Context: an optimization exercise on an open-source flow, tuned for small area. The choices shown serve that exercise and are no tape-out recipe. Where RTL was checked, it was by simulation tests only, not by an equivalence proof against the original. Only the layout flow was run in run 1; the RTL was not checked for function there. No driver is modelled on the clock port, so clocking that relies on it looks cheaper here than on a real chip. Power and IR drop assume default switching activity.

[design/flow/config.mk]
export PLATFORM = sky130hd
export DESIGN_NAME = DHT22
export DESIGN_NICKNAME = DHT22
export VERILOG_FILES = /design/flow/design.v
export SDC_FILE = /design/flow/constraint.sdc
export NUM_CORES = 4
export LEC_CHECK = 0
export CAP_MARGIN = 20
export CORE_MARGIN = 2
export CORE_UTILIZATION = 40
export SLEW_MARGIN = 20
[design/flow/constraint.sdc]
create_clock -name core_clock -period 10.0 [get_ports {clk}]
set_input_delay 2.0000 -clock core_clock [delete_from_list [all_inputs] [get_ports {clk}]]
set_output_delay 2.0000 -clock core_clock [all_outputs]
set_load 0.01 [all_outputs]
[design/flow/design.v]
`timescale 1ns / 1ps
module seven_seg(
 input CLK100MHZ, CPU_RESETN,
 input [15:0] RH_Value,
 input [15:0] Temp_Value,
 output CA,CB,CC,CD,CE,CF,CG,DP,
 output [7:0] AN
 );
localparam [16:0] POL = 17'b01010101010101010;
reg  [16:0] sr;       
reg  [2:0]  dig;      
wire [16:0] x = sr ^ POL;
wire        low0 = (x[15:0] == 16'd0);
wire        fb = x[16] ^ x[13] ^ low0;
wire        wrap = low0 & x[16];       
always @(posedge CLK100MHZ) begin
  if (CPU_RESETN) begin
    sr  <= POL;
    dig <= 3'd0;
  end else begin
    sr  <= {x[15:0], fb} ^ POL;
    if (wrap) dig <= dig + 3'd1;
  end
end
wire [31:0] v = {Temp_Value, RH_Value};
wire [3:0] SW_Choose = v[dig*4 +: 4];
wire [7:0] AN_Choose = ~(8'd1 << dig);
reg  [6:0] Num_Choose;
always @(*) begin
  if (dig == 3'd7 && SW_Choose[3])
    Num_Choose = 7'b1111110;
  else
    case (SW_Choose)
      4'd0:    Num_Choose = 7'b0000001;
      4'd1:    Num_Choose = 7'b1001111;
      4'd2:    Num_Choose = 7'b0010010;
      4'd3:    Num_Choose = 7'b0000110;
      4'd4:    Num_Choose = 7'b1001100;
      4'd5:    Num_Choose = 7'b0100100;
      4'd6:    Num_Choose = 7'b0100000;
      4'd7:    Num_Choose = 7'b0001111;
      4'd8:    Num_Choose = 7'b0000000;
      4'd9:    Num_Choose = 7'b0001100;
      4'd10:   Num_Choose = 7'b0001000;
      4'd11:   Num_Choose = 7'b1100000;
      4'd12:   Num_Choose = 7'b0110001;
      4'd13:   Num_Choose = 7'b1000010;
      4'd14:   Num_Choose = 7'b0110000;
      default: Num_Choose = 7'b0111000;
    endcase
end
assign {CG, CF, CE, CD, CC, CB, CA} = Num_Choose;
assign AN = AN_Choose;
assign DP = 1'b1;
endmodule
`timescale 1ns / 1ps
module DHT22(
input clk,
input rst,
input dht_in,
output dht_out,
output LED16_G,
output LED16_R,
output LED16_B,
output CA,CB,CC,CD,CE,CF,CG,DP,
output [7:0] AN
);
localparam [19:0] M_AT5    = 20'h00030, V_AT5    = 20'h00020;  
localparam [19:0] M_AT1617 = 20'h122ce, V_AT1617 = 20'h00246;  
localparam [19:0] M_AT100K = 20'heef77, V_AT100K = 20'he0123;  
localparam [19:0] M_FS     = 20'hfffff, V_FS     = 20'h0b298;  
localparam [3:0]
  S0  = 4'd0,   
  S1A = 4'd1,   
  S1B = 4'd2,   
  S2  = 4'd3,
  S3  = 4'd4,
  S4  = 4'd5,
  S5  = 4'd6,
  S6  = 4'd7,
  S7A = 4'd8,   
  S7B = 4'd9,   
  S8A = 4'd10,  
  S8B = 4'd11,  
  S9  = 4'd12,
  S10 = 4'd13,
  S0X = 4'd14;  
reg JA3in;
reg LEDR;
reg LEDG;
reg LEDB;
reg [3:0] state;
reg [19:0] cnt;
reg [39:0] dataBits;
reg [5:0] bitCount;
seven_seg SSEG(
  .CLK100MHZ(clk),
  .CPU_RESETN(rst),
  .RH_Value(dataBits[39:24]),
  .Temp_Value(dataBits[23:8]),
  .CA(CA), .CB(CB), .CC(CC), .CD(CD), .CE(CE), .CF(CF), .CG(CG), .DP(DP),
  .AN(AN)
);
assign dht_out = (state == S1B);
assign LED16_R = LEDR;
assign LED16_G = LEDG;
assign LED16_B = LEDB;
wire at5    = ((cnt & M_AT5)    == V_AT5);
wire at1617 = ((cnt & M_AT1617) == V_AT1617);
wire at100k = ((cnt & M_AT100K) == V_AT100K);
wire fs     = ((cnt & M_FS)     == V_FS);
wire ok = (dataBits[39:32] + dataBits[31:24] + dataBits[23:16] + dataBits[15:8] == dataBits[7:0]);
wire done40 = bitCount[5] & bitCount[3];
reg [3:0] nstate;
reg adv;
always @(*) begin
  nstate = state;
  adv = 1'b0;
  case (state)
    S0:  if (at100k) nstate = S1A; else adv = 1'b1;
    S0X: nstate = S1A;
    S1A: begin nstate = S1B; adv = 1'b1; end
    S1B: if (at1617) nstate = S2; else adv = 1'b1;
    S2:  if (JA3in)  nstate = S3; else begin adv = 1'b1; if (fs) nstate = S0X; end
    S3:  if (~JA3in) nstate = S4; else begin adv = 1'b1; if (fs) nstate = S0X; end
    S4:  if (JA3in)  nstate = S5; else begin adv = 1'b1; if (fs) nstate = S0X; end
    S5:  if (~JA3in) nstate = S6; else begin adv = 1'b1; if (fs) nstate = S0X; end
    S6:  if (JA3in)  nstate = S7A; else begin adv = 1'b1; if (fs) nstate = S0X; end
    S7A: if (JA3in) begin adv = 1'b1; if (at5) nstate = S7B; end else nstate = S8A;
    S7B: if (JA3in) begin adv = 1'b1; if (fs) nstate = S0X; end else nstate = fs ? S8A : S8B;
    S8A: nstate = S9;
    S8B: nstate = S9;
    S9:  nstate = done40 ? S10 : S5;
    S10: if (JA3in)  nstate = S0; else begin adv = 1'b1; if (fs) nstate = S0X; end
    default: nstate = S0;
  endcase
end
always @(posedge clk) begin
  JA3in <= dht_in;
end
always @(posedge clk) begin
  if (rst) begin
    state <= S0;
    cnt <= 20'd0;
  end else begin
    state <= nstate;
    cnt <= adv ? {~cnt[18:0], cnt[19] ^ cnt[16]} : 20'd0;
  end
end
always @(posedge clk) begin
  if (rst) begin
    LEDR <= 1'b0;
    LEDG <= 1'b0;
    LEDB <= 1'b0;
  end else begin
    if (state == S1A) begin
      LEDR <= 1'b0;
      LEDG <= 1'b0;
      LEDB <= 1'b0;
    end
    if (state == S4 && JA3in) LEDB <= 1'b1;
    if (state == S5 && ~JA3in) begin
      LEDB <= 1'b0;
      LEDR <= 1'b1;
    end
    if (state == S10 && JA3in && ok) begin
      LEDR <= 1'b0;
      LEDG <= 1'b1;
    end
  end
end
always @(posedge clk) begin
  if (state == S4)
    bitCount <= 6'd0;
  else if (state == S8A || state == S8B)
    bitCount <= bitCount + 6'd1;
end
integer i;
always @(posedge clk) begin
  if (rst)
    dataBits <= 40'd0;
  else if (state == S8A || state == S8B)
    for (i = 0; i < 40; i = i + 1)
      if (bitCount == 39 - i) dataBits[i] <= (state == S8B);
end
endmodule
[design/flow/run.sh]
#!/bin/bash
# synth_recipe.tcl (not shown) runs the flow's synth.tcl, then flattens the netlist and writes it again
# the make line also repeats each setting of config.mk as NAME=value (left out here)
make -C /OpenROAD-flow-scripts/flow DESIGN_CONFIG=/design/flow/config.mk WORK_HOME=/design/flow/orfs CLKGATE_MAP_FILE= SYNTH_SCRIPT=/design/flow/synth_recipe.tcl finish
==> results of run 1 <==
-- logic make-up (layout without fill, tap and decap cells) --
family	after synthesis	in the layout	synth area share (%)
AOI/OAI and AO/OA	66	66	8.766
xor gates and xnor gates	23	23	4.481
adders and majority gates	37	37	11.12
buffers and inverters	64	65	4.946
DFF	94	94	36.83
muxes	52	52	12.32
other	1	1	0.07339
and+or+nand+nor	233	233	21.47
-- worst max-delay path, cell delays in order (launching register included) --
cell	delay [ns]
dfxtp_1	0.69
mux4_1	0.64
mux2i_2	0.56
nor2_1	0.15
a2111oi_2	0.39
clkdlybuf4s50_1	0.59
-- metal layers --
layer / routed length, um / GRT usage, %
met1: 5446 / 24.31
met2: 5230 / 27.40
met3: 449 / 3.450
met4: 275 / 7.059
met5: 0 / 0
-- layout by cell type, fill, tap and decap left out, types with 8 or more instances in the layout --
cell	Yosys	routed
nand4_1	12	12
xnor2_1	18	18
nand3_1	32	32
nor2b_1	10	10
nor3_1	11	11
o21ai_0	11	11
nor2_1	95	95
a21oi_1	20	20
clkdlybuf4s50_1	0	20
nand2b_1	8	8
mux2i_1	42	42
fa_1	14	14
nand2_1	40	40
inv_1	22	22
dfxtp_1	94	94
clkbuf_16	0	9
ha_1	23	23
-- where the power goes --
group	internal, mW	total [mW]	switching, mW
Clock	0.182	0.344	0.162
Sequential	0.383	0.390	0.00747
Combinational	0.00964	0.0293	0.0197
-- state kept, by name (all words and copies together) (netlist names) --
name	count
JA3in	1
LEDB	1
LEDG	1
LEDR	1
SSEG.dig	3
SSEG.sr	17
bitCount	6
cnt	20
dataBits	40
state	4
-- path summary, 6_finish.rpt --
check	startpoint	to	cells after the start
setup / recovery	SSEG.dig[0]	CG	5
hold / removal	SSEG.sr[4]	SSEG.sr[5]	1
setup reg to reg	dataBits[9]	LEDG	11
hold reg to reg	SSEG.sr[4]	SSEG.sr[5]	1
-- area by class of cell --
cell class / instances / area share, %
clock inverter: 6 / 1.076
inverter: 24 / 1.581
clock buffer: 10 / 4.194
multi-input combinational: 412 / 52.22
timing repair buffer: 25 / 4.128
tap: 172 / 3.777
sequential: 94 / 33.03
-- per-stage QoR --
step | area (sq um) | utilization [%] | setup slack (ns) | cells
after CTS | 5698 | 45.34 | 4.593 | 743
after global placement | 5398 | 42.95 | 5.091 | 727
after floorplan | 5110 | - | 5.881 | 570
after global routing | 5698 | 45.34 | 4.372 | 743
final | 5698 | 45.34 | 4.621 | 743
after detailed placement | 5398 | 42.95 | 4.986 | 727
==> metrics.csv, run 1 <==
metric,value,unit
Hold WS,0.3784,ns
run status,finished clean,
Worst Setup Path Type,flop to output port,
Yosys top cell area share,36.83,%
Worst Tran Pin Value,1.109,ns
layout filler cell count,1215,
Overflow after GRT,0,
HP Class,flop to flop,
final hold vios,0,
fmax,0.1859,GHz
DRT Pass-1 Iters,4,
CTS Sinks,94,
sequential area share after synthesis,36.83,%
Max Cap Viol,0,
final WL,11.40,mm
vias in the first global route,3683,
CTS Buf Count,9,
clock root cell,clkbuf_16,
DRT iter0 DRCs,241,
leakage,2.466,nW
share of cells above drive strength 1,6.130,%
initial core utilization,40.66,%
minimum clock period,5.379,ns
Yosys warning count,2,
Buffers on Ports,21,
initial antenna violation count,0,
max-slew violations,0,
CP arrival,3.38,ns
htree depth,3,
Design Power,0.7638,mW
Boundary Pins,23,
mean post-synth cell area,8.965,sq um
first-pass GRT wire length,18.62,mm
cell taking the most area after synthesis,dfxtp_1,
Worst Setup End Kind,output port,
largest net degree at the start of global routing,60,
"Async S/R FF share, synth",0,%
Max-slew headroom,25.40,%
WL/cell,15.34,um
Core Box Area,12570,sq um
setup bufs post-CTS,0,
Area growth syn-to-layout,11.51,%
row count,41,
Die Height,117.0,um
Placer Congestion,0.8348,
register bit total from synthesis,94,
drt drc,0,
hold buffer count at cts,0,
reg2reg setup slack,6.49,ns
pwr dens,134.1,nW/um^2
TritonCTS clock tree,built,
Die Wd,117.0,um
CP Data Required Time,8.00,ns
number of diodes,0,
Syn Nets,610,
area of the multi-input gates,2975,sq um
Yosys cell types,61,
worst vdd ir,0.00008221,V
Register Area,1882,sq um
unrepaired setup endpoints after global routing,no,
"Reg clk slew, reported paths",0.07,ns
HPWL Detailed,8.040,mm
final net count,606,
Netlist Area Pre-Place,5110,sq um
Final Skew,0.006800,ns
most common cell in the synthesized netlist,nor2_1,
die area,13690,sq um
post_cts resized,0,
Detail Route Antenna Nets,0,
Startpoint Class,flop,
Via density,5.349,
via count,3974,
Main synth FF type,dfxtp_1,
Setup TNS,0,ns
gr usage total,17.66,%
Cells after Synth,570,
final setup fails,0,
Worst-Skew Late Latency,0.35,ns
ratio of final minimum period to clock period,53.79,%
CP max FO,15,
Post-synth EDFFs,0,
ranking of synthesized cells by instance count,"95 x nor2_1, 94 x dfxtp_1, 42 x mux2i_1",
maximum root-to-sink buffer count,2,
top area cells in the synthesized netlist,"dfxtp_1 37%, mux2i_1 8.2%, nor2_1 7.0%",
==> inputs of run 2 (changes only) <==
--- a/design/flow/design.v
+++ b/design/flow/design.v
@@ -109,7 +109,26 @@
 wire at1617 = ((cnt & M_AT1617) == V_AT1617);
 wire at100k = ((cnt & M_AT100K) == V_AT100K);
 wire fs     = ((cnt & M_FS)     == V_FS);
-wire ok = (dataBits[39:32] + dataBits[31:24] + dataBits[23:16] + dataBits[15:8] == dataBits[7:0]);
+reg [7:0] csum;
+wire wr = (state == S8A) | (state == S8B);
+wire cbit = wr & ((state == S8B) ^ bitCount[5]);
+wire [7:0] cpos;
+wire [7:0] cc;
+genvar g;
+generate
+  for (g = 0; g < 8; g = g + 1) begin : ck
+    assign cpos[g] = (bitCount[2:0] == 7 - g);
+    if (g == 0) assign cc[g] = cbit & cpos[g];
+    else        assign cc[g] = (cbit & cpos[g]) | (csum[g-1] & cc[g-1]);
+  end
+endgenerate
+always @(posedge clk) begin
+  if (state == S4)
+    csum <= 8'd0;
+  else
+    csum <= csum ^ cc;
+end
+wire ok = &csum;
 wire done40 = bitCount[5] & bitCount[3];
 reg [3:0] nstate;
 reg adv;
==> design/flow/config.mk (replaced) <==
export PLATFORM = sky130hd
export DESIGN_NAME = DHT22
export DESIGN_NICKNAME = DHT22
export VERILOG_FILES = /design/flow/design.v
export SDC_FILE = /design/flow/constraint.sdc
export NUM_CORES = 4
export LEC_CHECK = 0
export CAP_MARGIN = 0
export CORE_MARGIN = 2
export CORE_UTILIZATION = 60
export CTS_BUF_LIST = sky130_fd_sc_hd__clkbuf_4 sky130_fd_sc_hd__clkbuf_8
export SLEW_MARGIN = 0
==> metrics.csv, run 2 <==
metric,value,unit,change
run status,finished clean,,
drt drc,0,,unchanged
gr usage total,23.82,%,+6.2 points
Final Skew,0.01311,ns,+0.006311 ns
row count,31,,-24%
Hold Path Cell Cnt,1,,unchanged
Syn Nets,529,,-13%
TritonCTS clock tree,built,,
HPWL Detailed,6.486,mm,-19%
met3 wire length,366,um,-18%
wl on met1,4.420,mm,-19%
pwr dens,152.2,nW/um^2,+14%
area of the multi-input gates,2401,sq um,-19%
register bit total from synthesis,94,,unchanged
post_cts resized,0,,unchanged
hold buffer count at cts,0,,unchanged
max FFs per register,32,,-20%
unrepaired setup endpoints after global routing,no,,
DRT Pass-1 Iters,4,,unchanged
fmax,0.1869,GHz,+0.53%
leakage,1.985,nW,-20%
"Async S/R FF share, synth",0,%,unchanged
Overflow after GRT,0,,unchanged
mean post-synth cell area,8.948,sq um,-0.18%
Max-slew headroom,27.55,%,+2.2 points
CP arrival,3.35,ns,-0.03 ns
Yosys top cell area share,41.98,%,+5.1 points
Cells after Synth,501,,-12%
final WL,9.301,mm,-18%
Max Cap Viol,0,,unchanged
setup bufs post-CTS,0,,unchanged
htree depth,3,,unchanged
Regs by FF count,"dataBits (32), cnt (20), SSEG.sr (17)",,
initial antenna violation count,0,,unchanged
Setup TNS,0,ns,unchanged
Placer Congestion,0.8756,,+4.9%
layout filler cell count,618,,-49%
initial core utilization,61.81,%,+21 points
sequential area share after synthesis,41.98,%,+5.1 points
share of cells above drive strength 1,6.496,%,+0.37 points
Inst Count DP,591,,-19%
Worst Setup Path Type,flop to output port,,
clock root cell,clkbuf_8,,
Final Non-Filler Cells,607,,-18%
Worst-Skew Late Latency,0.37,ns,+0.02 ns
largest net degree at the start of global routing,53,,-12%
minimum clock period,5.350,ns,-0.02839 ns
Top reg by flops,dataBits,,
HP Class,flop to flop,,
Detail Route Antenna Nets,0,,unchanged
ranking of synthesized cells by instance count,"94 x dfxtp_1, 71 x nor2_1, 46 x nand2_1",,
Startpoint Class,flop,,
Boundary Pins,23,,unchanged
ratio of final minimum period to clock period,53.50,%,-0.28 points
maximum root-to-sink buffer count,2,,unchanged
final net count,531,,-12%
CTS Sinks,94,,unchanged
WL/cell,15.32,um,-0.14%
Yosys warning count,2,,unchanged
Post-synth EDFFs,0,,unchanged
cell taking the most area after synthesis,dfxtp_1,,
most frequent cells in the layout,"94 x dfxtp_1, 71 x nor2_1, 46 x nand2_1, 37 x a21oi_1, 25 x ha_1",,
Core Box Area,7253,sq um,-42%
Netlist Area Pre-Place,4483,sq um,-12%
Buffers on Ports,21,,unchanged
worst vdd ir,0.0001362,V,+66%
first-pass GRT wire length,15.79,mm,-15%
Worst Tran Pin Value,1.078,ns,-0.03040 ns
met2 WL post-DR,4.441,mm,-15%
top area cells in the synthesized netlist,"dfxtp_1 42%, ha_1 7.0%, nor2_1 5.9%",,
via count,3459,,-13%
"commonest non-fill, non-tap cell in the layout",dfxtp_1,,
Via density,5.699,,+6.5%
CP Data Required Time,8.00,ns,about the same
number of diodes,0,,unchanged
Yosys cell types,57,,-6.6%
die area,8179,sq um,-40%
Die Height,90.44,um,-23%
max-slew violations,0,,unchanged
Die Wd,90.44,um,-23%
CTS Buf Count,9,,unchanged
Register Area,1882,sq um,unchanged
Area growth syn-to-layout,9.126,%,
final hold vios,0,,unchanged
CP max FO,11,,-4
most common cell in the synthesized netlist,dfxtp_1,,
vias in the first global route,3317,,-9.9%
Main synth FF type,dfxtp_1,,
Worst Setup End Kind,output port,,
DRT iter0 DRCs,181,,-25%
reg2reg path depth,19,,+8
"Reg clk slew, reported paths",0.11,ns,+0.04 ns
final setup fails,0,,unchanged
top sig layer,met4,,
## run 2: worst paths after layout
check | endpoint | from | slack (ns)
min reg2reg | SSEG.sr[7] | SSEG.sr[6] | 0.39
max | CG | SSEG.dig[0] | 4.65
max reg2reg | csum[7] | state[2] | 5.89
min | SSEG.sr[7] | SSEG.sr[6] | 0.39
## run 2: layer usage
| layer | vias up | track usage, % |
|---|---|---|
| met5 | - | 0 |
| met3 | 4 | 5.593 |
| met1 | 1615 | 31.15 |
| met4 | 0 | 6.154 |
| met2 | 75 | 39.91 |
| li1 | 1765 | - |
## run 2: per-stage QoR
| stage | power (mW) | cell area, sq um | util, % | worst slack (ns) | hold WS (ns) |
|---|---|---|---|---|---|
| final | 0.7447 | 4892 | 67.45 | 4.650 | 0.3884 |
| after global routing | 0.7785 | 4892 | 67.45 | 4.380 | 0.4150 |
| after CTS | 0.7512 | 4892 | 67.45 | 4.652 | 0.3895 |
| after detailed placement | 0.5026 | 4687 | 64.62 | 5.054 | 0.3647 |
| after global placement | 0.5008 | 4687 | 64.62 | 5.182 | 0.3616 |
| after floorplan | 0.4852 | 4483 | - | 5.836 | 0.3524 |
## run 2: cell families after synthesis
logic type / Yosys count / synth area share (%)
adders and majority gates: 25 / 6.977
other: 1 / 0.08365
AOI/OAI and AO/OA: 98 / 14.43
and+or+nand+nor: 194 / 20.79
muxes: 32 / 9.712
xor gates and xnor gates: 8 / 1.563
DFF: 94 / 41.98
buffers and inverters: 49 / 4.465
## run 2: area by class of cell
class	count	area share [%]
clock buffer	9	2.532
clock inverter	7	1.662
inverter	18	1.381
multi-input combinational	358	49.08
sequential	94	38.47
tap	99	2.532
timing repair buffer	22	4.348
## run 2: worst max-delay path, stage by stage (launching register included)
cell	delay (ns)
dfxtp_1	0.72
mux4_2	0.57
mux2i_1	0.35
inv_1	0.17
ha_1	0.28
o32ai_1	0.32
nor3_1	0.09
clkdlybuf4s50_1	0.49
## run 2: power breakdown
part | internal, mW | leakage (nW) | switching [mW]
Combinational | 0.0290 | 1.12 | 0.0384
Sequential | 0.400 | 0.765 | 0.0276
Clock | 0.101 | 0.104 | 0.149
==> inputs of run 3 (changes only) <==
--- a/design/flow/config.mk
+++ b/design/flow/config.mk
@@ -7,6 +7,6 @@
 export LEC_CHECK = 0
 export CAP_MARGIN = 0
 export CORE_MARGIN = 2
-export CORE_UTILIZATION = 60
-export CTS_BUF_LIST = sky130_fd_sc_hd__clkbuf_4 sky130_fd_sc_hd__clkbuf_8
+export CORE_UTILIZATION = 40
+export CTS_BUF_LIST = sky130_fd_sc_hd__clkbuf_8
 export SLEW_MARGIN = 0
==> metrics.csv, run 3 <==
metric,value,unit,change
pwr dens,149.6,nW/um^2,-1.7%
unrepaired setup endpoints after global routing,no,,
initial core utilization,41.17,%,-21 points
post_cts resized,0,,unchanged
sequential area share after synthesis,41.98,%,unchanged
"commonest non-fill, non-tap cell in the layout",dfxtp_1,,
Detail Route Antenna Nets,0,,unchanged
CP arrival,3.34,ns,about the same
Yosys top cell area share,41.98,%,unchanged
Yosys warning count,2,,unchanged
CTS Sinks,94,,unchanged
initial antenna violation count,0,,unchanged
Via density,5.315,,-6.7%
Placement Cell Area,4736,sq um,+1.0%
Setup WS pre-CTS,5.028,ns,-0.02591 ns
gr usage total,16.44,%,-7.4 points
CP cell instances,"mux4_2, mux2i_1, inv_1, ha_1, a211oi_1, a311oi_1, clkdlybuf4s50_1",,
vias in the first global route,3191,,-3.8%
share of cells above drive strength 1,6.509,%,+0.013 points
row count,38,,+23%
Worst Setup End Kind,output port,,
Die Height,109.9,um,+21%
CP Data Required Time,8.00,ns,about the same
minimum clock period,5.340,ns,-0.01022 ns
Placer Congestion,0.8444,,-3.6%
family with the most delay on the worst path,multiplexers,,
Post-synth EDFFs,0,,unchanged
hold buffer count at cts,0,,unchanged
area of the multi-input gates,2406,sq um,+0.21%
most common cell in the synthesized netlist,dfxtp_1,,
DRT Pass-1 Iters,4,,unchanged
CTS Buf Count,9,,unchanged
Final Skew,0.01777,ns,+0.004655 ns
WL/cell,14.22,um,-7.2%
Worst Setup Path Type,flop to output port,,
Core Box Area,10890,sq um,+50%
drt drc,0,,unchanged
final WL,9.200,mm,-1.1%
maximum root-to-sink buffer count,2,,unchanged
Max Cap Viol,0,,unchanged
Boundary Pins,23,,unchanged
slowest library cell on the worst path,dfxtp_1,,
ranking of synthesized cells by instance count,"94 x dfxtp_1, 71 x nor2_1, 46 x nand2_1",,
mean post-synth cell area,8.948,sq um,unchanged
register bit total from synthesis,94,,unchanged
fmax,0.1873,GHz,+0.19%
die area,12070,sq um,+48%
largest net degree at the start of global routing,53,,unchanged
max-slew violations,0,,unchanged
Die Wd,109.9,um,+21%
clock root cell,clkbuf_8,,
most frequent cells in the layout,"94 x dfxtp_1, 71 x nor2_1, 46 x nand2_1, 37 x a21oi_1, 25 x ha_1",,
Cells after Synth,501,,unchanged
sum of buffers and inverters on the critical path,2,,unchanged
htree depth,3,,unchanged
Top reg by flops,dataBits,,
max FFs per register,32,,unchanged
DRT iter0 DRCs,173,,-4.4%
run status,finished clean,,
ratio of final minimum period to clock period,53.40,%,-0.10 points
CP max stage delay,0.73,ns,about the same
Setup TNS,0,ns,unchanged
worst vdd ir,0.00008758,V,-36%
Overflow after GRT,0,,unchanged
Register Area,1882,sq um,unchanged
Startpoint Class,flop,,
HPWL Detailed,6.469,mm,-0.26%
Area growth syn-to-layout,9.880,%,
final net count,530,,-0.19%
Final Non-Filler Cells,647,,+6.6%
Yosys cell types,57,,unchanged
fin area,4926,sq um,+0.69%
final hold vios,0,,unchanged
final core occ,45.24,%,-22 points
TritonCTS clock tree,built,,
via count,3439,,-0.58%
"Reg clk slew, reported paths",0.11,ns,about the same
Max-slew headroom,28.82,%,+1.3 points
HP Class,flop to flop,,
leakage,1.970,nW,-0.72%
Syn Nets,529,,unchanged
CP max FO,11,,unchanged
Buffers on Ports,21,,unchanged
worst setup margin,4.660,ns,+0.01022 ns
cell taking the most area after synthesis,dfxtp_1,,
Inst Count DP,631,,+6.8%
number of diodes,0,,unchanged
Regs by FF count,"dataBits (32), cnt (20), SSEG.sr (17)",,
first-pass GRT wire length,15.73,mm,-0.44%
Worst Tran Pin Value,1.060,ns,-0.01888 ns
Main synth FF type,dfxtp_1,,
final setup fails,0,,unchanged
Worst-Skew Late Latency,0.37,ns,about the same
top area cells in the synthesized netlist,"dfxtp_1 42%, ha_1 7.0%, nor2_1 5.9%",,
layout filler cell count,1031,,+67%
setup bufs post-CTS,0,,unchanged
Netlist Area Pre-Place,4483,sq um,unchanged
"Async S/R FF share, synth",0,%,unchanged
## run 3: cell counts after synthesis
Identical to the previous run, type by type.
## run 3: final cells by class
class                           count  area share [%]
Inverter                           18           1.372
Clock buffer                        9           2.515
Sequential cell                    94           38.20
Multi-Input combinational cell    358           48.84
Tap cell                          140           3.556
Clock inverter                      7           1.346
Timing Repair Buffer               21           4.166
## run 3: per-stage QoR
stage | total power [mW] | hold WS [ns]
floorplan | 0.4852 | 0.3524
global placement | 0.5020 | 0.3652
detailed placement | 0.5022 | 0.3648
CTS | 0.7475 | 0.3920
global route | 0.7756 | 0.4050
finish | 0.7371 | 0.3891
## run 3: metal layers
layer  track usage, %  vias to the layer above  share of wire, %
met5                0                        -                 0
met4            5.606                        0               1.3
met3            2.371                       10               2.5
met2            25.94                       48                47
met1            22.94                     1627                49
li1                 -                     1754                 -
## run 3: worst paths after layout
check                           cells past startpoint         from         end  slack (ns)
worst min-delay path                                1   SSEG.sr[8]  SSEG.sr[9]        0.39
worst max-delay path                                7  SSEG.dig[0]          CD        4.66
worst min register to register                      1   SSEG.sr[8]  SSEG.sr[9]        0.39
worst max register to register                     19     state[2]     csum[7]        5.83
## run 3: where the power goes
| group | internal [mW] | leakage (nW) | switching [mW] | total [mW] |
|---|---|---|---|---|
| logic | 0.0290 | 1.11 | 0.0369 | 0.0659 |
| registers | 0.400 | 0.765 | 0.0277 | 0.427 |
| clock network | 0.0960 | 0.0949 | 0.148 | 0.244 |
| total | 0.525 | 1.97 | 0.212 | 0.737 |
## run 3: cells by family after synthesis
family | count (synthesis) | share of synthesized area (%)
flip-flops | 94 | 41.98
other | 1 | 0.08365
adder cells (fa/ha/maj) | 25 | 6.977
multiplexers | 32 | 9.712
AO/OA/AOI/OAI | 98 | 14.43
AND/OR/NAND/NOR | 194 | 20.79
XOR/XNOR | 8 | 1.563
buffers and inverters | 49 | 4.465
==> inputs of run 4 (changes only) <==
--- a/design/flow/design.v
+++ b/design/flow/design.v
@@ -91,7 +91,7 @@
 reg LEDB;
 reg [3:0] state;
 reg [19:0] cnt;
-reg [39:0] dataBits;
+reg [39:8] dataBits;
 reg [5:0] bitCount;
 seven_seg SSEG(
   .CLK100MHZ(clk),
@@ -194,12 +194,22 @@
   else if (state == S8A || state == S8B)
     bitCount <= bitCount + 6'd1;
 end
-integer i;
-always @(posedge clk) begin
-  if (rst)
-    dataBits <= 40'd0;
-  else if (state == S8A || state == S8B)
-    for (i = 0; i < 40; i = i + 1)
-      if (bitCount == 39 - i) dataBits[i] <= (state == S8B);
-end
+wire [3:0] wrow;
+wire [7:0] wcol;
+wire wval = ~rst & (state == S8B);
+genvar k, m;
+generate
+  for (k = 0; k < 4; k = k + 1) begin : wr_row
+    assign wrow[k] = rst | (wr & (bitCount[5:3] == k));
+  end
+  for (m = 0; m < 8; m = m + 1) begin : wr_col
+    assign wcol[m] = rst | (bitCount[2:0] == m);
+  end
+  for (k = 0; k < 4; k = k + 1) begin : wr_b
+    for (m = 0; m < 8; m = m + 1) begin : wr_i
+      always @(posedge clk)
+        if (wrow[k] & wcol[m]) dataBits[39 - 8*k - m] <= wval;
+    end
+  end
+endgenerate
 endmodule
==> design/flow/flow/run.sh (new file) <==
#!/bin/bash
set -euo pipefail
W=$(pwd)
F=$W/flow
export MY_ABC_SCRIPT=$F/area.abc
cat $F/overrides.tcl $W/synth_recipe.tcl > $W/version_synth.tcl
source $F/knobs.sh
bash $W/standard.sh SYNTH_SCRIPT=$W/version_synth.tcl \
  "BUFFER_PORTS_ARGS=-buffer_cell sky130_fd_sc_hd__buf_1" \
  "CTS_ARGS=$CTS" \
  finish > $W/standard_finish.log 2>&1
==> design/flow/flow/area.abc (new file) <==
strash
dc2
dch -f
amap -m
strash
dch -f
amap -m
topo
==> design/flow/flow/knobs.sh (new file) <==
CTS="-sink_clustering_enable -repair_clock_nets -buf_list sky130_fd_sc_hd__clkbuf_4 -root_buf sky130_fd_sc_hd__clkbuf_8 -tree_buf sky130_fd_sc_hd__clkbuf_4 -dont_use_dummy_load"
==> design/flow/flow/overrides.tcl (new file) <==
proc extract_fa {args} { puts "extract_fa skipped by the version's flow" }
proc abc {args} {
  set keep {}
  set skip 0
  foreach a $args {
    if {$skip} { set skip 0; continue }
    if {$a in {-script -constr -D}} { set skip 1; continue }
    lappend keep $a
  }
  yosys abc -script $::env(MY_ABC_SCRIPT) {*}$keep
}
==> design/flow/standard.sh (new file) <==
#!/bin/bash
# synth_recipe.tcl (not shown) runs the flow's synth.tcl, then flattens the netlist and writes it again
# the make line also repeats each setting of config.mk as NAME=value (left out here)
make -C /OpenROAD-flow-scripts/flow DESIGN_CONFIG=/design/flow/config.mk WORK_HOME=/design/flow/orfs CLKGATE_MAP_FILE= SYNTH_SCRIPT=/design/flow/synth_recipe.tcl "${@:-finish}"
--- a/design/flow/config.mk
+++ b/design/flow/config.mk
@@ -7,6 +7,6 @@
 export LEC_CHECK = 0
 export CAP_MARGIN = 0
 export CORE_MARGIN = 2
-export CORE_UTILIZATION = 40
-export CTS_BUF_LIST = sky130_fd_sc_hd__clkbuf_8
+export CORE_UTILIZATION = 60
+export GPL_TIMING_DRIVEN = 0
 export SLEW_MARGIN = 0
removed: design/flow/run.sh
==> metrics.csv, run 4 <==
metric,value,unit,change
Via density,5.832,,+9.7%
Die Wd,84.05,um,-23%
"commonest non-fill, non-tap cell in the layout",nor2_1,,
Placer Congestion,0.9516,,+13%
CTS Sinks,94,,unchanged
initial core utilization,61.25,%,+20 points
via count,3184,,-7.4%
Worst Tran Pin Value,1.236,ns,+0.1763 ns
post_cts resized,0,,unchanged
slowest library cell on the worst path,nor2_1,,
Placement Cell Area,4055,sq um,-14%
initial antenna violation count,0,,unchanged
Yosys warning count,2,,unchanged
top area cells in the synthesized netlist,"dfxtp_1 32%, edfxtp_1 25%, nor2_1 13%",,
Top reg by flops,dataBits,,
Boundary Pins,23,,unchanged
Setup WS pre-CTS,4.958,ns,-0.07052 ns
Syn Nets,440,,-17%
ranking of synthesized cells by instance count,"135 x nor2_1, 62 x dfxtp_1, 38 x clkinv_1",,
Regs by FF count,"dataBits (32), cnt (20), SSEG.sr (17)",,
minimum clock period,5.492,ns,+0.1519 ns
Yosys cell types,34,,-40%
fin area,4180,sq um,-15%
busiest grt layer,met2,,
worst vdd ir,0.0001335,V,+52%
"Async S/R FF share, synth",0,%,unchanged
Setup TNS,0,ns,unchanged
most common cell in the synthesized netlist,nor2_1,,
CP Data Required Time,8.00,ns,about the same
Netlist Area Pre-Place,3845,sq um,-14%
sequential area share after synthesis,57.27,%,+15 points
routing usage on met3,5.440,%,+3.1 points
Main synth FF type,dfxtp_1,,
number of diodes,0,,unchanged
Area growth syn-to-layout,8.721,%,
met2 GRT Util,40.04,%,+14 points
leakage,1.518,nW,-23%
unrepaired setup endpoints after global routing,no,,
final hold vios,0,,unchanged
sum of buffers and inverters on the critical path,3,,+1
DRT iter0 DRCs,245,,+42%
WL/cell,14.71,um,+3.4%
Max Cap Viol,0,,unchanged
Die Height,84.05,um,-23%
DRT Pass-1 Iters,5,,+1
CP cell instances,"clkinv_1, nor2_1, a222oi_1, a32oi_1, clkinv_1, nor3_1, nor2_1, a2111oi_0, buf_1",,
family with the most delay on the worst path,compound AO/OA/AOI/OAI gates,,
run status,finished clean,,
most frequent cells in the layout,"135 x nor2_1, 62 x dfxtp_1, 38 x clkinv_1, 37 x nand2_1, 32 x edfxtp_1",,
setup bufs post-CTS,0,,unchanged
final net count,474,,-11%
final WL,8.029,mm,-13%
max-slew violations,0,,unchanged
hold buffer count at cts,0,,unchanged
Worst-Skew Late Latency,0.36,ns,about the same
htree depth,3,,unchanged
CTS Buf Count,9,,unchanged
Core Box Area,6277,sq um,-42%
worst setup margin,4.508,ns,-0.1519 ns
CP max stage delay,0.60,ns,-0.13 ns
Post-synth EDFFs,32,,+32
fmax,0.1821,GHz,-2.8%
register bit total from synthesis,94,,unchanged
CP max FO,10,,-1
final core occ,66.59,%,+21 points
maximum root-to-sink buffer count,2,,unchanged
Overflow after GRT,0,,unchanged
vias in the first global route,2958,,-7.3%
ratio of final minimum period to clock period,54.92,%,+1.5 points
Worst Setup Path Type,flop to output port,,
Detail Route Antenna Nets,0,,unchanged
Startpoint Class,flop,,
max FFs per register,32,,unchanged
Yosys top cell area share,32.28,%,-9.7 points
Hold WS,0.3666,ns,-0.02249 ns
layout filler cell count,555,,-46%
drt drc,0,,unchanged
first-pass GRT wire length,13.61,mm,-13%
largest net degree at the start of global routing,33,,-38%
Cells after Synth,437,,-13%
Worst Setup End Kind,output port,,
HPWL Detailed,5.866,mm,-9.3%
die area,7064,sq um,-41%
gr usage total,24.43,%,+8.0 points
CP arrival,3.49,ns,+0.15 ns
mean post-synth cell area,8.798,sq um,-1.7%
cell taking the most area after synthesis,dfxtp_1,,
"Reg clk slew, reported paths",0.10,ns,about the same
GRT met1 Usage,31.23,%,+8.3 points
HP Class,flop to flop,,
pwr dens,179.3,nW/um^2,+20%
Buffers on Ports,21,,unchanged
share of cells above drive strength 1,3.198,%,-3.3 points
TritonCTS clock tree,built,,
row count,29,,-24%
Max-slew headroom,17.30,%,-12 points
Final Skew,0.03370,ns,+0.01594 ns
clock root cell,clkbuf_8,,
final setup fails,0,,unchanged
## run 4: changes by cell type after synthesis, moves of 6 or more
cell / delta
clkinv_1: +37
clkbuf_1: -22
nand2_1: -9
mux4_2: -8
nor2b_1: -15
dfxtp_1: -32
mux2i_1: -21
inv_1: -16
nor2_1: +64
xnor2_1: -6
edfxtp_1: +32
ha_1: -25
a21oi_1: -17
## run 4: final timing paths
kind	startpoint	depth (start not counted)	slack [ns]	endpoint
hold / removal	SSEG.sr[10]	1	0.37	SSEG.sr[11]
setup reg to reg	state[3]	21	5.69	csum[7]
hold reg to reg	SSEG.sr[10]	1	0.37	SSEG.sr[11]
setup / recovery	SSEG.dig[0]	9	4.51	CA
## run 4: cells by family after synthesis
| logic type | after synthesis | synth area share [%] |
|---|---|---|
| flops | 94 | 57.27 |
| other cells | 1 | 0.09753 |
| compound gates | 83 | 14.61 |
| buf+inv | 39 | 3.905 |
| simple gates | 220 | 24.11 |
## run 4: area by class of cell
cell class	count	area (sq um)	share of cell area, %
inverter	38	142.6	3.412
tap	77	96.34	2.305
clock buffer	9	123.9	2.963
timing repair buffer	23	102.6	2.454
buffer	1	7.507	0.1796
multi-input combinational	304	1505	36.01
sequential	94	2202	52.68
## run 4: report_power, final
part,switching [mW],internal (mW)
combinational,0.0606,0.0352
sequential,0.0279,0.435
clock,0.111,0.0807
total,0.199,0.551
## run 4: metal layers
| metal | up-vias | part of all wire [%] |
|---|---|---|
| met2 | 87 | 48 |
| met3 | 20 | 4.3 |
| met5 | - | 0 |
| met1 | 1468 | 45 |
| li1 | 1609 | - |
| met4 | 0 | 2.5 |
## run 4: metrics by stage
stage	power, mW	std cells
global placement	0.5618	535
global route	0.7883	546
floorplan	0.5359	437
detailed placement	0.5667	537
finish	0.7497	546
CTS	0.7549	546
## run 4: worst register-to-register path: stages, from the launching register on
cell	delay, ns
dfxtp_1	0.38
clkinv_1	0.10
or2_0	0.32
nor2_1	0.28
clkinv_1	0.17
a221oi_1	0.81
and3_1	0.31
a21oi_1	0.07
nor2_1	0.17
a21oi_1	0.07
nor2_1	0.17
a21oi_1	0.07
nor2_1	0.17
a21oi_1	0.07
nor2_1	0.18
a21oi_1	0.07
nor2_1	0.17
a21oi_1	0.08
nor2_1	0.17
a21oi_1	0.08
nor2_1	0.15
a211oi_1	0.06
==> inputs of run 5 (changes only) <==
==> design/flow/flow/knobs.sh (replaced) <==
CTS="-sink_clustering_enable -repair_clock_nets -buf_list sky130_fd_sc_hd__clkbuf_8 -root_buf sky130_fd_sc_hd__clkbuf_8 -tree_buf sky130_fd_sc_hd__clkbuf_8 -sink_clustering_size 25 -dont_use_dummy_load"
==> metrics.csv, run 5 <==
metric,value,unit,change
DRT Pass-1 Iters,5,,unchanged
Die Height,84.05,um,unchanged
final WL,8.029,mm,unchanged
final net count,474,,unchanged
leakage,1.518,nW,unchanged
Top reg by flops,dataBits,,
TritonCTS clock tree,built,,
final hold vios,0,,unchanged
die area,7064,sq um,unchanged
reg2reg setup slack,5.69,ns,about the same
mean post-synth cell area,8.798,sq um,unchanged
fmax,0.1821,GHz,unchanged
share of cells above drive strength 1,3.198,%,unchanged
Area growth syn-to-layout,8.721,%,unchanged
row count,29,,unchanged
"commonest non-fill, non-tap cell in the layout",nor2_1,,
most frequent cells in the layout,"135 x nor2_1, 62 x dfxtp_1, 38 x clkinv_1, 37 x nand2_1, 32 x edfxtp_1",,
RR Startpoint,state[3],,
slowest library cell on the worst path,nor2_1,,
"Async S/R FF share, synth",0,%,unchanged
CP Data Required Time,8.00,ns,about the same
Setup TNS,0,ns,unchanged
largest net degree at the start of global routing,33,,unchanged
Yosys top cell area share,32.28,%,unchanged
gr usage total,24.43,%,unchanged
CP arrival,3.49,ns,about the same
HPWL Detailed,5.866,mm,unchanged
WL/cell,14.71,um,unchanged
Via density,5.832,,unchanged
Register Area,2202,sq um,unchanged
Max Cap Viol,0,,unchanged
via count,3184,,unchanged
Hold Path Cell Cnt,1,,unchanged
Psw,0.1991,mW,unchanged
sw frac,26.56,%,unchanged
Buffers on Ports,21,,unchanged
final setup fails,0,,unchanged
Design Power,0.7497,mW,unchanged
ranking of synthesized cells by instance count,"135 x nor2_1, 62 x dfxtp_1, 38 x clkinv_1",,
hold_sp,SSEG.sr[10],,
Syn Nets,440,,unchanged
htree depth,3,,unchanged
Final Skew,0.03370,ns,unchanged
maximum root-to-sink buffer count,2,,unchanged
max-slew violations,0,,unchanged
unrepaired setup endpoints after global routing,no,,
HP Class,flop to flop,,
CP max FO,10,,unchanged
part of the power in combinational logic,12.8,%,about the same
CTS Buf Count,9,,unchanged
post_cts resized,0,,unchanged
Worst-Skew Late Latency,0.36,ns,about the same
sequential area share after synthesis,57.27,%,unchanged
first-pass GRT wire length,13.61,mm,unchanged
Netlist Area Pre-Place,3845,sq um,unchanged
initial core utilization,61.25,%,unchanged
WHS Endpoint,SSEG.sr[11],,
vias in the first global route,2958,,unchanged
drt drc,0,,unchanged
Die Wd,84.05,um,unchanged
worst vdd ir,0.0001335,V,unchanged
Overflow after GRT,0,,unchanged
DRT iter0 DRCs,245,,unchanged
most common cell in the synthesized netlist,nor2_1,,
area of the multi-input gates,1505,sq um,unchanged
ratio of final minimum period to clock period,54.92,%,unchanged
Worst Tran Pin Value,1.236,ns,unchanged
minimum clock period,5.492,ns,unchanged
initial antenna violation count,0,,unchanged
Main synth FF type,dfxtp_1,,
Regs by FF count,"dataBits (32), cnt (20), SSEG.sr (17)",,
FF-to-FF End,csum[7],,
number of diodes,0,,unchanged
layout filler cell count,555,,unchanged
pwr dens,179.3,nW/um^2,unchanged
sequential share of power,61.7,%,about the same
Boundary Pins,23,,unchanged
setup bufs post-CTS,0,,unchanged
Worst Setup End Kind,output port,,
run status,finished clean,,
Detail Route Antenna Nets,0,,unchanged
reg2reg path depth,21,,unchanged
cell taking the most area after synthesis,dfxtp_1,,
P_int,0.5506,mW,unchanged
power share of the clock group,25.5,%,about the same
register bit total from synthesis,94,,unchanged
Placer Congestion,0.9516,,unchanged
"Reg clk slew, reported paths",0.10,ns,about the same
clock root cell,clkbuf_8,,
Core Box Area,6277,sq um,unchanged
Yosys warning count,2,,unchanged
CP max stage delay,0.60,ns,about the same
Yosys cell types,34,,unchanged
Max-slew headroom,17.30,%,unchanged
Startpoint Class,flop,,
Cells after Synth,437,,unchanged
max FFs per register,32,,unchanged
Worst Setup Path Type,flop to output port,,
CTS Sinks,94,,unchanged
top area cells in the synthesized netlist,"dfxtp_1 32%, edfxtp_1 25%, nor2_1 13%",,
Post-synth EDFFs,32,,unchanged
hold buffer count at cts,0,,unchanged
CP cell instances,"clkinv_1, nor2_1, a222oi_1, a32oi_1, clkinv_1, nor3_1, nor2_1, a2111oi_0, buf_1",,
run 5: area by class of cell:
| cell class | instances | share of cell area, % |
|---|---|---|
| flip-flops and latches | 94 | 52.68 |
| multi-input cells | 304 | 36.01 |
| inverters | 38 | 3.412 |
| clock buffers | 9 | 2.963 |
| repair buffers | 23 | 2.454 |
| well taps | 77 | 2.305 |
| plain buffers | 1 | 0.1796 |
run 5: kinds of logic (layout without fill, tap and decap cells):
| group | count (synthesis) | count (layout) | share of synthesized area [%] |
|---|---|---|---|
| other | 1 | 1 | 0.09753 |
| AOI/OAI and AO/OA | 83 | 83 | 14.61 |
| and+or+nand+nor | 220 | 220 | 24.11 |
| buffers and inverters | 39 | 71 | 3.905 |
| DFF | 94 | 94 | 57.27 |
run 5: worst max-delay path by stage:
stage	start	endpoint	slack [ns]	depth (start not counted)
4_1_cts	SSEG.dig[0]	CA	4.54	9
3_3_place_gp	rst	dataBits[34]	4.76	2
5_1_grt	SSEG.dig[0]	CA	4.17	9
2_1_floorplan	SSEG.dig[0]	CA	5.48	8
6_report	SSEG.dig[0]	CA	4.51	9
3_5_place_dp	SSEG.dig[0]	CA	4.96	9
run 5: stage by stage:
stage / worst slack, ns / hold slack, ns / util (%) / cell area (sq um) / cells
final: 4.508 / 0.3666 / 66.59 / 4180 / 546
after global routing: 4.171 / 0.3817 / 66.59 / 4180 / 546
after CTS: 4.543 / 0.3712 / 66.57 / 4179 / 546
after detailed placement: 4.958 / 0.3680 / 64.60 / 4055 / 537
after global placement: 4.761 / 0.3676 / 64.04 / 4020 / 535
after floorplan: 5.482 / 0.3550 / - / 3845 / 437
run 5: power groups by stage:
stage / clock [mW] / combinational (mW) / sequential, mW
after floorplan: 0 / 0.0725 / 0.463
after global placement: 0 / 0.0913 / 0.471
after detailed placement: 0 / 0.0956 / 0.471
after CTS: 0.196 / 0.0963 / 0.463
after global routing: 0.210 / 0.110 / 0.469
final: 0.191 / 0.0959 / 0.463
run 5: routing by layer:
layer	track usage [%]	share of wire [%]
met1	31.23	45
met3	5.440	4.3
met4	10.26	2.5
met2	40.04	48
met5	0	0
run 5: critical path: cells and delay by family (launching register included):
| family | cells | cell delay [ns] |
|---|---|---|
| AO/OA/AOI/OAI | 3 | 1.23 |
| AND/OR/NAND/NOR | 3 | 0.91 |
| buffers and inverters | 3 | 0.59 |
| flip-flops | 1 | 0.39 |
==> inputs of run 6 (changes only) <==
==> design/flow/flow/area.abc (replaced) <==
strash
dch -f
amap
topo
==> design/flow/flow/knobs.sh (replaced) <==
CTS="-sink_clustering_enable -repair_clock_nets -buf_list sky130_fd_sc_hd__clkbuf_4 -root_buf sky130_fd_sc_hd__clkbuf_8 -dont_use_dummy_load"
--- a/design/flow/config.mk
+++ b/design/flow/config.mk
@@ -8,5 +8,4 @@
 export CAP_MARGIN = 0
 export CORE_MARGIN = 2
 export CORE_UTILIZATION = 60
-export GPL_TIMING_DRIVEN = 0
 export SLEW_MARGIN = 0
==> metrics.csv, run 6 <==
metric,value,unit,change
run status,finished clean,,
register bit total from synthesis,94,,unchanged
Buffers on Ports,21,,unchanged
WL/cell,14.72,um,+0.12%
Regs by FF count,"dataBits (32), cnt (20), SSEG.sr (17)",,
most frequent cells in the layout,"143 x nor2_1, 62 x dfxtp_1, 44 x clkinv_1, 32 x edfxtp_1, 31 x nand2_1",,
TritonCTS clock tree,built,,
DRT iter0 DRCs,264,,+7.8%
layout filler cell count,553,,-0.36%
Max Cap Viol,0,,unchanged
area of the multi-input gates,1588,sq um,+5.5%
Yosys top cell area share,31.36,%,-0.92 points
Cells after Synth,454,,+3.9%
"Reg clk slew, reported paths",0.09,ns,about the same
setup bufs post-CTS,0,,unchanged
Detail Route Antenna Nets,0,,unchanged
Yosys cell types,35,,+2.9%
final core occ,67.35,%,+0.76 points
final setup fails,0,,unchanged
Die Height,85.22,um,+1.4%
mean post-synth cell area,8.717,sq um,-0.93%
"commonest non-fill, non-tap cell in the layout",nor2_1,,
share of cells above drive strength 1,2.675,%,-0.52 points
hold buffer count at cts,0,,unchanged
htree depth,3,,unchanged
unrepaired setup endpoints after global routing,no,,
fmax,0.1734,GHz,-4.8%
initial antenna violation count,0,,unchanged
Worst-Skew Late Latency,0.35,ns,about the same
ranking of synthesized cells by instance count,"143 x nor2_1, 62 x dfxtp_1, 44 x clkinv_1",,
Placer Congestion,0.9166,,-3.7%
sequential area share after synthesis,55.64,%,-1.6 points
Main synth FF type,dfxtp_1,,
Final Skew,0.02200,ns,-0.01170 ns
CP max stage delay,0.79,ns,+0.19 ns
Netlist Area Pre-Place,3958,sq um,+2.9%
final net count,491,,+3.6%
gr usage total,24.09,%,-0.34 points
Overflow after GRT,0,,unchanged
post_cts resized,0,,unchanged
slowest library cell on the worst path,dfxtp_1,,
Hold Path Cell Cnt,1,,unchanged
Area growth syn-to-layout,8.062,%,
routing usage on met3,4.280,%,-1.2 points
CTS Buf Count,9,,unchanged
row count,29,,unchanged
ratio of final minimum period to clock period,57.67,%,+2.8 points
Worst Tran Pin Value,1.022,ns,-0.2141 ns
Final Non-Filler Cells,563,,+3.1%
HPWL Detailed,5.999,mm,+2.3%
"Async S/R FF share, synth",0,%,unchanged
Inst Count DP,554,,+3.2%
drt drc,0,,unchanged
number of diodes,0,,unchanged
CP cell instances,"clkinv_1, a22oi_1, o22ai_1, o22ai_1, clkinv_1, nor2_1, nand2_1, a221oi_1, buf_1",,
reg2reg setup slack,6.66,ns,+0.97 ns
WHS Endpoint,SSEG.sr[3],,
HP Class,flop to flop,,
GRT met1 Usage,31.79,%,+0.56 points
DRT Pass-1 Iters,4,,-1
via count,3312,,+4.0%
minimum clock period,5.767,ns,+0.2753 ns
Setup TNS,0,ns,unchanged
Worst Setup End Kind,output port,,
Boundary Pins,23,,unchanged
CP max FO,22,,+12
max-slew violations,0,,unchanged
most common cell in the synthesized netlist,nor2_1,,
worst vdd ir,0.0001239,V,-7.1%
final WL,8.289,mm,+3.2%
maximum root-to-sink buffer count,2,,unchanged
leakage,1.562,nW,+2.9%
initial core utilization,62.33,%,+1.1 points
max FFs per register,32,,unchanged
largest net degree at the start of global routing,34,,+3.0%
Worst Setup Path Type,flop to output port,,
FF-to-FF End,csum[7],,
cell taking the most area after synthesis,dfxtp_1,,
die area,7262,sq um,+2.8%
Post-synth EDFFs,32,,unchanged
family with the most delay on the worst path,compound AO/OA/AOI/OAI gates,,
Die Wd,85.22,um,+1.4%
met2 GRT Util,38.99,%,-1.1 points
CTS Sinks,94,,unchanged
Via density,5.883,,+0.88%
pwr dens,174.2,nW/um^2,-2.8%
Syn Nets,457,,+3.9%
final hold vios,0,,unchanged
vias in the first global route,3019,,+2.1%
Startpoint Class,flop,,
RR Startpoint,state[1],,
hold_sp,SSEG.sr[2],,
reg2reg path depth,19,,-9.5%
clock root cell,clkbuf_8,,
top area cells in the synthesized netlist,"dfxtp_1 31%, edfxtp_1 24%, nor2_1 14%",,
Core Box Area,6350,sq um,+1.2%
busiest grt layer,met2,,
sum of buffers and inverters on the critical path,3,,unchanged
Max-slew headroom,31.63,%,+14 points
Top reg by flops,dataBits,,
CP Data Required Time,8.00,ns,about the same
first-pass GRT wire length,13.89,mm,+2.1%
CP arrival,3.77,ns,+0.28 ns
Register Area,2202,sq um,unchanged
Yosys warning count,2,,unchanged
## run 6: layout make-up
class	instances	share of cell area, %
Multi-Input combinational cell	315	37.13
Tap cell	77	2.253
Timing Repair Buffer	24	2.370
Inverter	44	3.862
Sequential cell	94	51.49
Clock buffer	9	2.896
## run 6: cells by family after synthesis
logic type             synth area share, %
AOI/OAI and AO/OA                    15.27
buffers and inverters                4.363
DFF                                  55.64
other                              0.09476
and+or+nand+nor                      24.63
## run 6: worst max-delay path by stage
stage	start	end	slack, ns	depth (start not counted)
CTS	SSEG.dig[0]	CA	4.30	9
global placement	SSEG.dig[0]	CG	4.91	9
floorplan	SSEG.dig[0]	CG	5.35	8
global route	SSEG.dig[0]	CG	3.82	10
finish	SSEG.dig[0]	CA	4.23	9
detailed placement	SSEG.dig[0]	CA	4.67	9
## run 6: where the power goes
group	internal [mW]	switching (mW)	leakage, nW
Combinational	0.0356	0.0585	0.674
Sequential	0.433	0.0277	0.823
Clock	0.0807	0.109	0.0647
## run 6: layer usage
metal  routed length [um]  vias to the layer above
met3                  293                       14
met5                    0                        -
met2                 3965                       69
met4                  136                        0
li1                     -                     1678
met1                 3894                     1551
## run 6: stage by stage
step | cell area, sq um | setup WS (ns) | power (mW) | hold WS, ns
floorplan | 3958 | 5.349 | 0.5339 | 0.3529
global placement | 4153 | 4.907 | 0.5604 | 0.3619
detailed placement | 4153 | 4.670 | 0.5637 | 0.3700
CTS | 4277 | 4.297 | 0.7505 | 0.3639
global route | 4277 | 3.816 | 0.7842 | 0.3663
finish | 4277 | 4.233 | 0.7452 | 0.3666
## run 6: worst register-to-register path: stages (launching register included)
cell and delay, ns:
dfxtp_1 0.46, nand3_1 0.25, nor2_1 0.50, nand2_1 0.14, nor2_1 0.15, a21oi_1 0.08
nor2_1 0.16, a21oi_1 0.07, nor2_1 0.15, a21oi_1 0.07, nor2_1 0.15, a21oi_1 0.08
nor2_1 0.16, a21oi_1 0.07, nor2_1 0.15, a21oi_1 0.07, nor2_1 0.17, a21oi_1 0.09
a21oi_1 0.17, nor2_1 0.05
==> inputs of run 7 (changes only) <==
--- a/design/flow/design.v
+++ b/design/flow/design.v
@@ -23,8 +23,18 @@
   end
 end
 wire [31:0] v = {Temp_Value, RH_Value};
-wire [3:0] SW_Choose = v[dig*4 +: 4];
 wire [7:0] AN_Choose = ~(8'd1 << dig);
+wire [3:0] SW_Choose;
+genvar d, b;
+generate
+  for (b = 0; b < 4; b = b + 1) begin : nb
+    wire [7:0] t;
+    for (d = 0; d < 8; d = d + 1) begin : nd
+      assign t[d] = AN_Choose[d] | v[4*d + b];
+    end
+    assign SW_Choose[b] = &t;
+  end
+endgenerate
 reg  [6:0] Num_Choose;
 always @(*) begin
   if (dig == 3'd7 && SW_Choose[3])
--- a/design/flow/flow/run.sh
+++ b/design/flow/flow/run.sh
@@ -8,4 +8,5 @@
 bash $W/standard.sh SYNTH_SCRIPT=$W/version_synth.tcl \
   "BUFFER_PORTS_ARGS=-buffer_cell sky130_fd_sc_hd__buf_1" \
   "CTS_ARGS=$CTS" \
+  POST_CTS_TCL=$F/post_cts.tcl \
   finish > $W/standard_finish.log 2>&1
==> design/flow/flow/area.abc (replaced) <==
strash
dc2
dch -f
amap -m
strash
dch -f
amap -m
topo
==> design/flow/flow/knobs.sh (replaced) <==
CTS="-sink_clustering_enable -repair_clock_nets -buf_list sky130_fd_sc_hd__clkbuf_8 -root_buf sky130_fd_sc_hd__clkbuf_8 -dont_use_dummy_load"
==> design/flow/flow/post_cts.tcl (new file) <==
estimate_parasitics -placement
proc version_worst_clk_slew {} {
  set worst 0
  foreach pin [all_registers -clock_pins -edge_triggered] {
    foreach edge {rise fall} {
      foreach an {min max} {
        set ps [expr {[sta::time_ui_sta [get_property $pin slew_${an}_$edge]] * 1e12}]
        if {$ps > $worst} { set worst $ps }
      }
    }
  }
  return $worst
}
set version_db [ord::get_db]
puts "clock buffer sizing: worst clock-pin slew before [version_worst_clk_slew] ps"
foreach inst [[ord::get_db_block] getInsts] {
  if {![string match sky130_fd_sc_hd__clkbuf_* [[$inst getMaster] getName]]} { continue }
  foreach sz {2 4} {
    set old [$inst getMaster]
    set new [$version_db findMaster sky130_fd_sc_hd__clkbuf_$sz]
    if {[$new getWidth] >= [$old getWidth]} { break }
    $inst swapMaster $new
    estimate_parasitics -placement
    if {[version_worst_clk_slew] > 110.0} {
      $inst swapMaster $old
      estimate_parasitics -placement
    } else {
      puts "clock buffer sizing: [$inst getName] [$old getName] -> [$new getName]"
      break
    }
  }
}
puts "clock buffer sizing: worst clock-pin slew after [version_worst_clk_slew] ps"
--- a/design/flow/config.mk
+++ b/design/flow/config.mk
@@ -8,4 +8,5 @@
 export CAP_MARGIN = 0
 export CORE_MARGIN = 2
 export CORE_UTILIZATION = 60
+export GPL_TIMING_DRIVEN = 0
 export SLEW_MARGIN = 0
==> metrics.csv, run 7 <==
metric,value,unit,change
Worst Tran Pin Value,1.222,ns,+0.2007 ns
WL/cell,15.02,um,+2.0%
most common cell in the synthesized netlist,nor2_1,,
vias in the first global route,2834,,-6.1%
TritonCTS clock tree,built,,
Via density,6.041,,+2.7%
family with the most delay on the worst path,simple AND/OR/NAND/NOR gates,,
P_int,0.4888,mW,-11%
post-synthesis adder-cell area fraction,0,%,unchanged
leakage,1.459,nW,-6.6%
Core Box Area,5991,sq um,-5.7%
Overflow after GRT,0,,unchanged
Post-synth EDFFs,32,,unchanged
Netlist Area Pre-Place,3781,sq um,-4.5%
Die Height,83.39,um,-2.1%
layout filler cell count,516,,-6.7%
max-slew violations,0,,unchanged
Worst-Skew Late Latency,0.44,ns,+0.09 ns
Setup TNS,0,ns,unchanged
most frequent cells in the layout,"119 x nor2_1, 62 x dfxtp_1, 32 x clkinv_1, 32 x edfxtp_1, 28 x nand2_1",,
largest net degree at the start of global routing,32,,-5.9%
sequential share of power,65.6,%,+3.8 points
sequential area share after synthesis,58.24,%,+2.6 points
final WL,7.978,mm,-3.8%
xor/xnor share of the synthesized area,0,%,unchanged
critical path depth,10,,+1
Yosys cell types,32,,-8.6%
via count,3208,,-3.1%
reg2reg path depth,20,,+1
share of cells above drive strength 1,3.289,%,+0.61 points
"commonest non-fill, non-tap cell in the layout",nor2_1,,
part of the power in combinational logic,7.4,%,-5.2 points
mux cell area share after synthesis,0,%,unchanged
Top reg by flops,dataBits,,
cell taking the most area after synthesis,dfxtp_1,,
Setup WS pre-CTS,4.814,ns,+0.1440 ns
minimum clock period,5.704,ns,-0.06287 ns
row count,28,,-3.4%
Detail Route Antenna Nets,0,,unchanged
Cells after Synth,423,,-6.8%
Max Cap Viol,0,,unchanged
slowest library cell on the worst path,nor4_1,,
Placer Congestion,0.9902,,+8.0%
Psw,0.1511,mW,-23%
Max-slew headroom,17.75,%,-14 points
final setup fails,0,,unchanged
Hold Path Cell Cnt,1,,unchanged
register bit total from synthesis,94,,unchanged
gr usage total,23.69,%,-0.40 points
Boundary Pins,23,,unchanged
worst setup margin,4.296,ns,+0.06287 ns
Final Skew,0.03364,ns,+0.01163 ns
Main synth FF type,dfxtp_1,,
final net count,461,,-6.1%
final hold vios,0,,unchanged
sw frac,23.61,%,-2.6 points
max FFs per register,32,,unchanged
power share of the clock group,27.0,%,+1.5 points
CP max FO,8,,-64%
drt drc,0,,unchanged
"Async S/R FF share, synth",0,%,unchanged
ranking of synthesized cells by instance count,"119 x nor2_1, 62 x dfxtp_1, 32 x clkinv_1, 32 x edfxtp_1, 28 x nand2_1",,
main combinational cell family by area after synthesis,simple AND/OR/NAND/NOR gates,,
"most used cell, CP",clkinv_1,,
top area cells in the synthesized netlist,"dfxtp_1 33%, edfxtp_1 25%, nor2_1 12%",,
ratio of final minimum period to clock period,57.04,%,-0.63 points
unrepaired setup endpoints after global routing,no,,
CP cell instances,"clkinv_1, nand3_1, o22ai_1, nor4_1, clkinv_1, nor2_1, clkinv_1, a31oi_1, o22ai_1, buf_1",,
run status,finished clean,,
sum of buffers and inverters on the critical path,4,,+1
Die Wd,83.39,um,-2.1%
CP Data Required Time,8.00,ns,about the same
post-synthesis compound-gate area fraction,14.06,%,-1.2 points
Worst Setup Path Type,flop to output port,,
Area growth syn-to-layout,8.405,%,
fmax,0.1753,GHz,+1.1%
number of diodes,0,,unchanged
simple-gate portion of the synthesized area,24.22,%,-0.41 points
Buffers on Ports,21,,unchanged
mean post-synth cell area,8.939,sq um,+2.5%
worst vdd ir,0.0001173,V,-5.3%
Startpoint Class,flop,,
Worst Setup End Kind,output port,,
DRT Pass-1 Iters,7,,+3
CP max stage delay,1.04,ns,+0.25 ns
first-pass GRT wire length,13.15,mm,-5.3%
pwr dens,156.1,nW/um^2,-10%
HPWL Detailed,5.627,mm,-6.2%
Yosys top cell area share,32.83,%,+1.5 points
Regs by FF count,"dataBits (32), cnt (20), SSEG.sr (17)",,
die area,6953,sq um,-4.2%
Syn Nets,426,,-6.8%
initial antenna violation count,0,,unchanged
initial core utilization,63.12,%,+0.79 points
HP Class,flop to flop,,
CTS Sinks,94,,unchanged
DRT iter0 DRCs,248,,-6.1%
CP arrival,3.70,ns,-0.07 ns
"Reg clk slew, reported paths",0.11,ns,+0.02 ns
Yosys warning count,2,,unchanged
## run 7: logic make-up (layout without fill, tap and decap cells)
logic type / count (synthesis) / count (layout)
AOI/OAI and AO/OA: 83 / 83
buffers and inverters: 33 / 66
DFF: 94 / 94
and+or+nand+nor: 212 / 212
other: 1 / 1
## run 7: power by group through the flow
stage	Combinational [mW]	Sequential (mW)	Clock [mW]
floorplan	0.0335	0.426	0
global placement	0.0444	0.428	0
detailed placement	0.0460	0.429	0
global route	0.0533	0.422	0.192
finish	0.0474	0.420	0.173
## run 7: final cells by class
cell class              count  area [sq um]  area share [%]
flip-flops and latches     94          2202           53.72
multi-input cells         296          1464           35.71
inverters                  32         120.1           2.930
repair buffers             24         112.6           2.747
clock buffers               9         98.84           2.411
well taps                  75         93.84           2.289
plain buffers               1         7.507          0.1832
## run 7: final timing paths
path          startpoint    endpoint  slack, ns
max          SSEG.dig[0]          CA       4.30
min           SSEG.sr[8]  SSEG.sr[9]       0.37
max reg2reg     state[1]     csum[7]       5.41
min reg2reg   SSEG.sr[8]  SSEG.sr[9]       0.37
## run 7: through the flow
step                      area, sq um  util (%)  cells  hold WS [ns]  power (mW)
after global placement           3954     66.00    519        0.3587      0.4724
after floorplan                  3781         -    423        0.3524      0.4592
final                            4099     68.42    531        0.3736      0.6399
after global routing             4099     68.42    531        0.3882      0.6667
after detailed placement         3985     66.52    521        0.3638      0.4745
## run 7: metal layers
layer / global-route usage [%] / wire length [um] / up-vias
met5: 0 / 0 / -
met4: 10.28 / 196 / 0
met3: 5.169 / 548 / 22
met2: 35.92 / 3456 / 136
met1: 32.86 / 3776 / 1462
li1: - / - / 1588

[separate check: timing with driven ports]
In the flow no input, the clock included, has a driving cell. The finished layouts below were timed again as built, in two steps.
Step 1: set_driving_cell puts a clkbuf_16 on clk and a buf_2 on each other input, an assumption about the parent block.
Step 2 moves the port delays by t, midway between the first and last clock arrival at a register: inputs arrive t later, outputs are due t later. That takes back most of the time a late clock gives input paths.
a / b / c = no drivers / after step 1 / after step 2; a / b = the first two.
run | shift t [ns] | slack for setup (ns) | hold slack, ns | slew at the worst register clock pin (ns) | cell pins on the clock port's net
run 1 | 0.393 | 4.621 / 4.578 / 4.971 | 0.378 / 0.378 / 0.378 | 0.07 / 0.07 | 1
run 2 | 0.396 | 4.650 / 4.615 / 5.011 | 0.388 / 0.388 / 0.388 | 0.11 / 0.11 | 1
run 3 | 0.395 | 4.660 / 4.627 / 5.022 | 0.389 / 0.389 / 0.389 | 0.11 / 0.11 | 1
run 4 | 0.379 | 4.508 / 4.476 / 4.855 | 0.367 / 0.367 / 0.367 | 0.10 / 0.10 | 1
run 5 | 0.379 | 4.508 / 4.476 / 4.855 | 0.367 / 0.367 / 0.367 | 0.10 / 0.10 | 1
run 6 | 0.374 | 4.233 / 4.201 / 4.575 | 0.367 / 0.367 / 0.367 | 0.09 / 0.09 | 1
run 7 | 0.447 | 4.296 / 4.267 / 4.714 | 0.374 / 0.374 / 0.374 | 0.11 / 0.11 | 1
After both steps every run listed still meets setup and hold.
